What follows belongs to an exercise in optimizing a design on an open flow for small area; a production flow would make more cautious choices.
RTL that was checked went through simulation tests only; none was proved equivalent to the original.
No activity file was given, so power comes from the tool's default toggle rates.

==> inputs of run a <==
==> flow/design.v <==
module Cajero (
    input CLK,
    input RESET,
    input TARJETA_RECIBIDA,
    input [15:0] PIN_CORRECTO,
    input [3:0] DIGITO,
    input DIGITO_STB,
    input TIPO_TRANS,
    input [31:0] MONTO,
    input MONTO_STB,
    input [63:0] BALANCE_INICIAL,
    output reg [63:0] BALANCE_ACTUALIZADO,
    output BALANCE_STB,
    output ENTREGAR_DINERO,
    output FONDOS_INSUFICIENTES,
    output reg PIN_INCORRECTO,
    output reg ADVERTENCIA,
    output BLOQUEO
    );
    localparam ESP = 3'd0, ING = 3'd1, ANA = 3'd2, DET = 3'd3,
               DEP = 3'd4, RET = 3'd5, FIN = 3'd6, BLQ = 3'd7;
    reg [2:0]  estado;
    reg [1:0]  cnt;         
    reg [1:0]  intentos;
    reg [15:0] pin;
    wire s_ing = (estado == ING);
    wire s_fin = (estado == FIN);
    wire md    = RESET & (estado == DEP) & MONTO_STB;
    wire mw    = RESET & (estado == RET) & MONTO_STB;
    wire hold  = RESET & ~md;
    assign BALANCE_STB          = s_fin;
    assign ENTREGAR_DINERO      = s_fin & cnt[0];
    assign FONDOS_INSUFICIENTES = s_fin & cnt[1];
    assign BLOQUEO              = (estado == BLQ);
    wire [63:0] x  = {64{md}} & BALANCE_INICIAL | {64{hold}} & BALANCE_ACTUALIZADO;
    wire [31:0] b  = {32{md}} & MONTO | {32{mw}} & ~MONTO;
    wire        ci = mw;
    wire [31:0] y = x[63:32] ^ {32{~md}};    
    wire [31:0] ap = x[31:0] ^ b;
    wire [31:0] ag = x[31:0] & b;
    wire q1 = ag[1] | (ap[1] & (ag[0] | (ap[0] & ci)));
    wire q2 = ap[1] & ap[0];
    wire q3 = ag[3] | (ap[3] & ag[2]);
    wire q4 = ap[3] & ap[2];
    wire q5 = ag[5] | (ap[5] & ag[4]);
    wire q6 = ap[5] & ap[4];
    wire q7 = ag[7] | (ap[7] & ag[6]);
    wire q8 = ap[7] & ap[6];
    wire q9 = ag[9] | (ap[9] & ag[8]);
    wire q10 = ap[9] & ap[8];
    wire q11 = ag[11] | (ap[11] & ag[10]);
    wire q12 = ap[11] & ap[10];
    wire q13 = ag[13] | (ap[13] & ag[12]);
    wire q14 = ap[13] & ap[12];
    wire q15 = ag[15] | (ap[15] & ag[14]);
    wire q16 = ap[15] & ap[14];
    wire q17 = ag[17] | (ap[17] & ag[16]);
    wire q18 = ap[17] & ap[16];
    wire q19 = ag[19] | (ap[19] & ag[18]);
    wire q20 = ap[19] & ap[18];
    wire q21 = ag[21] | (ap[21] & ag[20]);
    wire q22 = ap[21] & ap[20];
    wire q23 = ag[23] | (ap[23] & ag[22]);
    wire q24 = ap[23] & ap[22];
    wire q25 = ag[25] | (ap[25] & ag[24]);
    wire q26 = ap[25] & ap[24];
    wire q27 = ag[27] | (ap[27] & ag[26]);
    wire q28 = ap[27] & ap[26];
    wire q29 = ag[29] | (ap[29] & ag[28]);
    wire q30 = ap[29] & ap[28];
    wire q31 = ag[31] | (ap[31] & ag[30]);
    wire q32 = ap[31] & ap[30];
    wire q33 = ag[2] | (ap[2] & q1);
    wire q34 = ap[2] & q2;
    wire q35 = q3 | (q4 & q1);
    wire q36 = q4 & q2;
    wire q37 = ag[6] | (ap[6] & q5);
    wire q38 = ap[6] & q6;
    wire q39 = q7 | (q8 & q5);
    wire q40 = q8 & q6;
    wire q41 = ag[10] | (ap[10] & q9);
    wire q42 = ap[10] & q10;
    wire q43 = q11 | (q12 & q9);
    wire q44 = q12 & q10;
    wire q45 = ag[14] | (ap[14] & q13);
    wire q46 = ap[14] & q14;
    wire q47 = q15 | (q16 & q13);
    wire q48 = q16 & q14;
    wire q49 = ag[18] | (ap[18] & q17);
    wire q50 = ap[18] & q18;
    wire q51 = q19 | (q20 & q17);
    wire q52 = q20 & q18;
    wire q53 = ag[22] | (ap[22] & q21);
    wire q54 = ap[22] & q22;
    wire q55 = q23 | (q24 & q21);
    wire q56 = q24 & q22;
    wire q57 = ag[26] | (ap[26] & q25);
    wire q58 = ap[26] & q26;
    wire q59 = q27 | (q28 & q25);
    wire q60 = q28 & q26;
    wire q61 = ag[30] | (ap[30] & q29);
    wire q62 = ap[30] & q30;
    wire q63 = q31 | (q32 & q29);
    wire q64 = q32 & q30;
    wire q65 = ag[4] | (ap[4] & q35);
    wire q66 = ap[4] & q36;
    wire q67 = q5 | (q6 & q35);
    wire q68 = q6 & q36;
    wire q69 = q37 | (q38 & q35);
    wire q70 = q38 & q36;
    wire q71 = q39 | (q40 & q35);
    wire q72 = q40 & q36;
    wire q73 = ag[12] | (ap[12] & q43);
    wire q74 = ap[12] & q44;
    wire q75 = q13 | (q14 & q43);
    wire q76 = q14 & q44;
    wire q77 = q45 | (q46 & q43);
    wire q78 = q46 & q44;
    wire q79 = q47 | (q48 & q43);
    wire q80 = q48 & q44;
    wire q81 = ag[20] | (ap[20] & q51);
    wire q82 = ap[20] & q52;
    wire q83 = q21 | (q22 & q51);
    wire q84 = q22 & q52;
    wire q85 = q53 | (q54 & q51);
    wire q86 = q54 & q52;
    wire q87 = q55 | (q56 & q51);
    wire q88 = q56 & q52;
    wire q89 = ag[28] | (ap[28] & q59);
    wire q90 = ap[28] & q60;
    wire q91 = q29 | (q30 & q59);
    wire q92 = q30 & q60;
    wire q93 = q61 | (q62 & q59);
    wire q94 = q62 & q60;
    wire q95 = q63 | (q64 & q59);
    wire q96 = q64 & q60;
    wire q97 = ag[8] | (ap[8] & q71);
    wire q98 = ap[8] & q72;
    wire q99 = q9 | (q10 & q71);
    wire q100 = q10 & q72;
    wire q101 = q41 | (q42 & q71);
    wire q102 = q42 & q72;
    wire q103 = q43 | (q44 & q71);
    wire q104 = q44 & q72;
    wire q105 = q73 | (q74 & q71);
    wire q106 = q74 & q72;
    wire q107 = q75 | (q76 & q71);
    wire q108 = q76 & q72;
    wire q109 = q77 | (q78 & q71);
    wire q110 = q78 & q72;
    wire q111 = q79 | (q80 & q71);
    wire q112 = q80 & q72;
    wire q113 = ag[24] | (ap[24] & q87);
    wire q114 = ap[24] & q88;
    wire q115 = q25 | (q26 & q87);
    wire q116 = q26 & q88;
    wire q117 = q57 | (q58 & q87);
    wire q118 = q58 & q88;
    wire q119 = q59 | (q60 & q87);
    wire q120 = q60 & q88;
    wire q121 = q89 | (q90 & q87);
    wire q122 = q90 & q88;
    wire q123 = q91 | (q92 & q87);
    wire q124 = q92 & q88;
    wire q125 = q93 | (q94 & q87);
    wire q126 = q94 & q88;
    wire q127 = q95 | (q96 & q87);
    wire q128 = q96 & q88;
    wire q129 = ag[16] | (ap[16] & q111);
    wire q130 = ap[16] & q112;
    wire q131 = q17 | (q18 & q111);
    wire q132 = q18 & q112;
    wire q133 = q49 | (q50 & q111);
    wire q134 = q50 & q112;
    wire q135 = q51 | (q52 & q111);
    wire q136 = q52 & q112;
    wire q137 = q81 | (q82 & q111);
    wire q138 = q82 & q112;
    wire q139 = q83 | (q84 & q111);
    wire q140 = q84 & q112;
    wire q141 = q85 | (q86 & q111);
    wire q142 = q86 & q112;
    wire q143 = q87 | (q88 & q111);
    wire q144 = q88 & q112;
    wire q145 = q113 | (q114 & q111);
    wire q146 = q114 & q112;
    wire q147 = q115 | (q116 & q111);
    wire q148 = q116 & q112;
    wire q149 = q117 | (q118 & q111);
    wire q150 = q118 & q112;
    wire q151 = q119 | (q120 & q111);
    wire q152 = q120 & q112;
    wire q153 = q121 | (q122 & q111);
    wire q154 = q122 & q112;
    wire q155 = q123 | (q124 & q111);
    wire q156 = q124 & q112;
    wire q157 = q125 | (q126 & q111);
    wire q158 = q126 & q112;
    wire q159 = q127 | (q128 & q111);
    wire q160 = q128 & q112;
    wire [32:0] cc = {q159, q157, q155, q153, q151, q149, q147, q145, q143, q141, q139, q137, q135, q133, q131, q129, q111, q109, q107, q105, q103, q101, q99, q97, q71, q69, q67, q65, q35, q33, q1, (ag[0] | (ap[0] & ci)), ci};
    wire [31:0] slo = ap ^ cc[31:0];
    wire        c   = cc[32];
    wire q161 = y[1] & y[0];
    wire q162 = y[3] & y[2];
    wire q163 = y[5] & y[4];
    wire q164 = y[7] & y[6];
    wire q165 = y[9] & y[8];
    wire q166 = y[11] & y[10];
    wire q167 = y[13] & y[12];
    wire q168 = y[15] & y[14];
    wire q169 = y[17] & y[16];
    wire q170 = y[19] & y[18];
    wire q171 = y[21] & y[20];
    wire q172 = y[23] & y[22];
    wire q173 = y[25] & y[24];
    wire q174 = y[27] & y[26];
    wire q175 = y[29] & y[28];
    wire q176 = y[31] & y[30];
    wire q177 = y[2] & q161;
    wire q178 = q162 & q161;
    wire q179 = y[6] & q163;
    wire q180 = q164 & q163;
    wire q181 = y[10] & q165;
    wire q182 = q166 & q165;
    wire q183 = y[14] & q167;
    wire q184 = q168 & q167;
    wire q185 = y[18] & q169;
    wire q186 = q170 & q169;
    wire q187 = y[22] & q171;
    wire q188 = q172 & q171;
    wire q189 = y[26] & q173;
    wire q190 = q174 & q173;
    wire q191 = y[30] & q175;
    wire q192 = q176 & q175;
    wire q193 = y[4] & q178;
    wire q194 = q163 & q178;
    wire q195 = q179 & q178;
    wire q196 = q180 & q178;
    wire q197 = y[12] & q182;
    wire q198 = q167 & q182;
    wire q199 = q183 & q182;
    wire q200 = q184 & q182;
    wire q201 = y[20] & q186;
    wire q202 = q171 & q186;
    wire q203 = q187 & q186;
    wire q204 = q188 & q186;
    wire q205 = y[28] & q190;
    wire q206 = q175 & q190;
    wire q207 = q191 & q190;
    wire q208 = q192 & q190;
    wire q209 = y[8] & q196;
    wire q210 = q165 & q196;
    wire q211 = q181 & q196;
    wire q212 = q182 & q196;
    wire q213 = q197 & q196;
    wire q214 = q198 & q196;
    wire q215 = q199 & q196;
    wire q216 = q200 & q196;
    wire q217 = y[24] & q204;
    wire q218 = q173 & q204;
    wire q219 = q189 & q204;
    wire q220 = q190 & q204;
    wire q221 = q205 & q204;
    wire q222 = q206 & q204;
    wire q223 = q207 & q204;
    wire q224 = q208 & q204;
    wire q225 = y[16] & q216;
    wire q226 = q169 & q216;
    wire q227 = q185 & q216;
    wire q228 = q186 & q216;
    wire q229 = q201 & q216;
    wire q230 = q202 & q216;
    wire q231 = q203 & q216;
    wire q232 = q204 & q216;
    wire q233 = q217 & q216;
    wire q234 = q218 & q216;
    wire q235 = q219 & q216;
    wire q236 = q220 & q216;
    wire q237 = q221 & q216;
    wire q238 = q222 & q216;
    wire q239 = q223 & q216;
    wire q240 = q224 & q216;
    wire [32:0] t = {q240, q239, q238, q237, q236, q235, q234, q233, q232, q231, q230, q229, q228, q227, q226, q225, q216, q215, q214, q213, q212, q211, q210, q209, q196, q195, q194, q193, q178, q177, q161, y[0], 1'b1};
    wire        hi_zero = t[32] & ~md;       
    wire        flip = md ? c : (mw & ~c & ~hi_zero);
    wire [31:0] shi = x[63:32] ^ ({32{flip}} & t[31:0]);
    wire        refused = mw & ~c & hi_zero;
    wire [63:0] nbal = {shi, refused ? BALANCE_ACTUALIZADO[31:0] : slo};
    wire dig = s_ing & DIGITO_STB & ~(&intentos);
    always @(posedge CLK) BALANCE_ACTUALIZADO <= nbal;
    always @(posedge CLK) begin
        if (!RESET) begin
            estado <= ESP;
            cnt <= 0;
            intentos <= 0;
            PIN_INCORRECTO <= 0;
            ADVERTENCIA <= 0;
        end else begin
            if (dig) pin <= {pin[11:0], DIGITO};
            if (s_ing) begin
                PIN_INCORRECTO <= (intentos == 2'd1);
                ADVERTENCIA    <= (intentos == 2'd2);
            end
            case (estado)
                ESP: if (TARJETA_RECIBIDA) estado <= ING;
                ING: begin
                    if (&intentos) estado <= BLQ;
                    else if (DIGITO_STB) begin
                        cnt <= cnt + 2'd1;
                        if (&cnt) estado <= ANA;
                    end
                end
                ANA: begin
                    if (pin != PIN_CORRECTO) begin
                        intentos <= intentos + 2'd1;
                        estado <= ING;
                    end else
                        estado <= DET;
                end
                DET: estado <= TIPO_TRANS ? RET : DEP;
                DEP: if (MONTO_STB) estado <= FIN;
                RET: if (MONTO_STB) begin
                    estado <= FIN;
                    cnt <= refused ? 2'b10 : 2'b01;
                end
                FIN: begin
                    estado <= ESP;
                    cnt <= 0;
                    intentos <= 0;
                    PIN_INCORRECTO <= 0;
                    ADVERTENCIA <= 0;
                end
                BLQ: ;
            endcase
        end
    end
endmodule
==> flow/flow/run.sh <==
#!/bin/bash
# The standard ORFS layout (standard.sh) with two changes:
#  - synthesis maps logic with flow/abc.script (see flow/abc_override.tcl);
#  - port buffers are sky130_fd_sc_hd__buf_1 instead of the resizer's default pick.
set -euo pipefail
W=$PWD
{ head -n 1 synth_recipe.tcl; cat flow/abc_override.tcl; tail -n +2 synth_recipe.tcl; } > synth_custom.tcl
export CUSTOM_ABC_SCRIPT=$W/flow/abc.script
bash standard.sh finish \
  SYNTH_SCRIPT=$W/synth_custom.tcl \
  BUFFER_PORTS_ARGS="-buffer_cell sky130_fd_sc_hd__buf_1" \
  > standard_flow.log 2>&1
==> flow/flow/abc.script <==
strash
&get -n
&dch
&nf -p
&put
==> flow/flow/abc_override.tcl <==
# Same synthesis as synth_recipe.tcl, except that the ABC call uses flow/abc.script
# (an area-recovering mapping) instead of the ORFS script; registers are mapped
# before ABC runs, so they are the standard synthesis's.
proc abc {args} {
  set i [lsearch -exact $args -script]
  if { $i >= 0 } {
    set args [lreplace $args [expr {$i + 1}] [expr {$i + 1}] $::env(CUSTOM_ABC_SCRIPT)]
  }
  yosys abc {*}$args
}
==> flow/standard.sh <==
#!/bin/bash
# synth_recipe.tcl (not shown) runs the flow's synth.tcl, then flattens the netlist and writes it again
# the make line also repeats each setting of config.mk as NAME=value (left out here)
make -C /OpenROAD-flow-scripts/flow DESIGN_CONFIG=/design/flow/config.mk WORK_HOME=/design/flow/orfs CLKGATE_MAP_FILE= SYNTH_SCRIPT=/design/flow/synth_recipe.tcl "${@:-finish}"
==> flow/config.mk <==
export PLATFORM = sky130hd
export DESIGN_NAME = Cajero
export DESIGN_NICKNAME = Cajero
export VERILOG_FILES = /design/flow/design.v
export SDC_FILE = /design/flow/constraint.sdc
export NUM_CORES = 4
export LEC_CHECK = 0
export CAP_MARGIN = 20
export CORE_MARGIN = 2
export CORE_UTILIZATION = 40
export PLACE_DENSITY = 0.6
export SLEW_MARGIN = 20
==> flow/constraint.sdc <==
create_clock -name core_clock -period 6.0 [get_ports {CLK}]
set_input_delay 1.2000 -clock core_clock [delete_from_list [all_inputs] [get_ports {CLK}]]
set_output_delay 1.2000 -clock core_clock [all_outputs]
set_load 0.01 [all_outputs]
==> run b: changes against run a <==
--- a/flow/design.v
+++ b/flow/design.v
@@ -22,5 +22,5 @@
     reg [2:0]  estado;
     reg [1:0]  cnt;         
-    reg [1:0]  intentos;
+    reg        pend;        
     reg [15:0] pin;
     wire s_ing = (estado == ING);
@@ -288,5 +288,6 @@
     wire        refused = mw & ~c & hi_zero;
     wire [63:0] nbal = {shi, refused ? BALANCE_ACTUALIZADO[31:0] : slo};
-    wire dig = s_ing & DIGITO_STB & ~(&intentos);
+    wire lock = pend & ADVERTENCIA;    
+    wire dig  = s_ing & DIGITO_STB & ~lock;
     always @(posedge CLK) BALANCE_ACTUALIZADO <= nbal;
     always @(posedge CLK) begin
@@ -294,17 +295,18 @@
             estado <= ESP;
             cnt <= 0;
-            intentos <= 0;
+            pend <= 0;
             PIN_INCORRECTO <= 0;
             ADVERTENCIA <= 0;
         end else begin
             if (dig) pin <= {pin[11:0], DIGITO};
-            if (s_ing) begin
-                PIN_INCORRECTO <= (intentos == 2'd1);
-                ADVERTENCIA    <= (intentos == 2'd2);
-            end
             case (estado)
                 ESP: if (TARJETA_RECIBIDA) estado <= ING;
                 ING: begin
-                    if (&intentos) estado <= BLQ;
+                    pend <= 0;
+                    if (pend) begin
+                        PIN_INCORRECTO <= ~PIN_INCORRECTO & ~ADVERTENCIA;
+                        ADVERTENCIA    <= PIN_INCORRECTO;
+                    end
+                    if (lock) estado <= BLQ;
                     else if (DIGITO_STB) begin
                         cnt <= cnt + 2'd1;
@@ -314,5 +316,5 @@
                 ANA: begin
                     if (pin != PIN_CORRECTO) begin
-                        intentos <= intentos + 2'd1;
+                        pend <= 1;
                         estado <= ING;
                     end else
@@ -328,5 +330,4 @@
                     estado <= ESP;
                     cnt <= 0;
-                    intentos <= 0;
                     PIN_INCORRECTO <= 0;
                     ADVERTENCIA <= 0;
==> flow/flow/run.sh (replaced) <==
#!/bin/bash
# The standard ORFS layout (standard.sh) with these changes:
#  - synthesis maps logic with flow/abc.script (see flow/abc_override.tcl);
#  - port buffers are sky130_fd_sc_hd__buf_1 instead of the resizer's default pick;
#  - clock tree synthesis uses clkbuf_8 buffers and inserts no dummy loads.
set -euo pipefail
W=$PWD
{ head -n 1 synth_recipe.tcl; cat flow/abc_override.tcl; tail -n +2 synth_recipe.tcl; } > synth_custom.tcl
export CUSTOM_ABC_SCRIPT=$W/flow/abc.script
bash standard.sh finish \
  SYNTH_SCRIPT=$W/synth_custom.tcl \
  BUFFER_PORTS_ARGS="-buffer_cell sky130_fd_sc_hd__buf_1" \
  CTS_ARGS="-sink_clustering_enable -repair_clock_nets -buf_list sky130_fd_sc_hd__clkbuf_8 -dont_use_dummy_load" \
  > standard_flow.log 2>&1
==> flow/flow/abc.script (replaced) <==
strash
&get -n
&dch
&nf -p -R 40
&put
--- a/flow/config.mk
+++ b/flow/config.mk
@@ -8,5 +8,6 @@
 export CAP_MARGIN = 20
 export CORE_MARGIN = 2
-export CORE_UTILIZATION = 40
-export PLACE_DENSITY = 0.6
+export CORE_UTILIZATION = 60
+export CTS_BUF_LIST = sky130_fd_sc_hd__clkbuf_8
+export PLACE_DENSITY = 0.75
 export SLEW_MARGIN = 20
==> out/results.txt <==
run status: no timing/DRC/antenna violations
die area: 0.00993 mm²
Synth area leaders: edfxtp_1 (26%), dfxtp_1 (15%), ha_1 (7.1%), xnor2_1 (6.4%), a22oi_1 (5.9%)
register area: 0.00224 mm²
Reg-to-Reg End: BALANCE_ACTUALIZADO[63]$_DFF_P_
-- figures above: run b

==> out/results.txt <==
run status: no timing/DRC/antenna violations
met1 wire length: 7.05 mm
setup bufs post-CTS: 0
die area: 0.0151 mm²
ys async rst share: 0
Comb. pwr: 0.000947 W
-- figures above: run a

The RTL of run a was laid out without a check of its function.

==> static timing again, ports no longer ideal <==
Ports are ideal in the flow. The routed layouts listed here were re-timed in OpenROAD. Step 1 assumes that a clkbuf_16 drives the clock port and a buf_2 every other input. Step 2, shift: input delay + t, output delay - t, t = (earliest + latest rising clock arrival at the registers) / 2. This alone moves slack from input paths to output paths. a / b / c = ideal / step 1 / step 2; a / b = the first two.
| run | t, ns | setup WS [ns] | worst setup path at the end | clock arrival spread, ns |
|---|---|---|---|---|
| run a | 0.383 | 0.556 / 0.569 / 0.187 | input to register | 0.009 / 0.009 |
| run b | 0.377 | 0.485 / 0.493 / 0.116 | input to register | 0.034 / 0.034 |
After both steps every run listed still meets setup and hold.
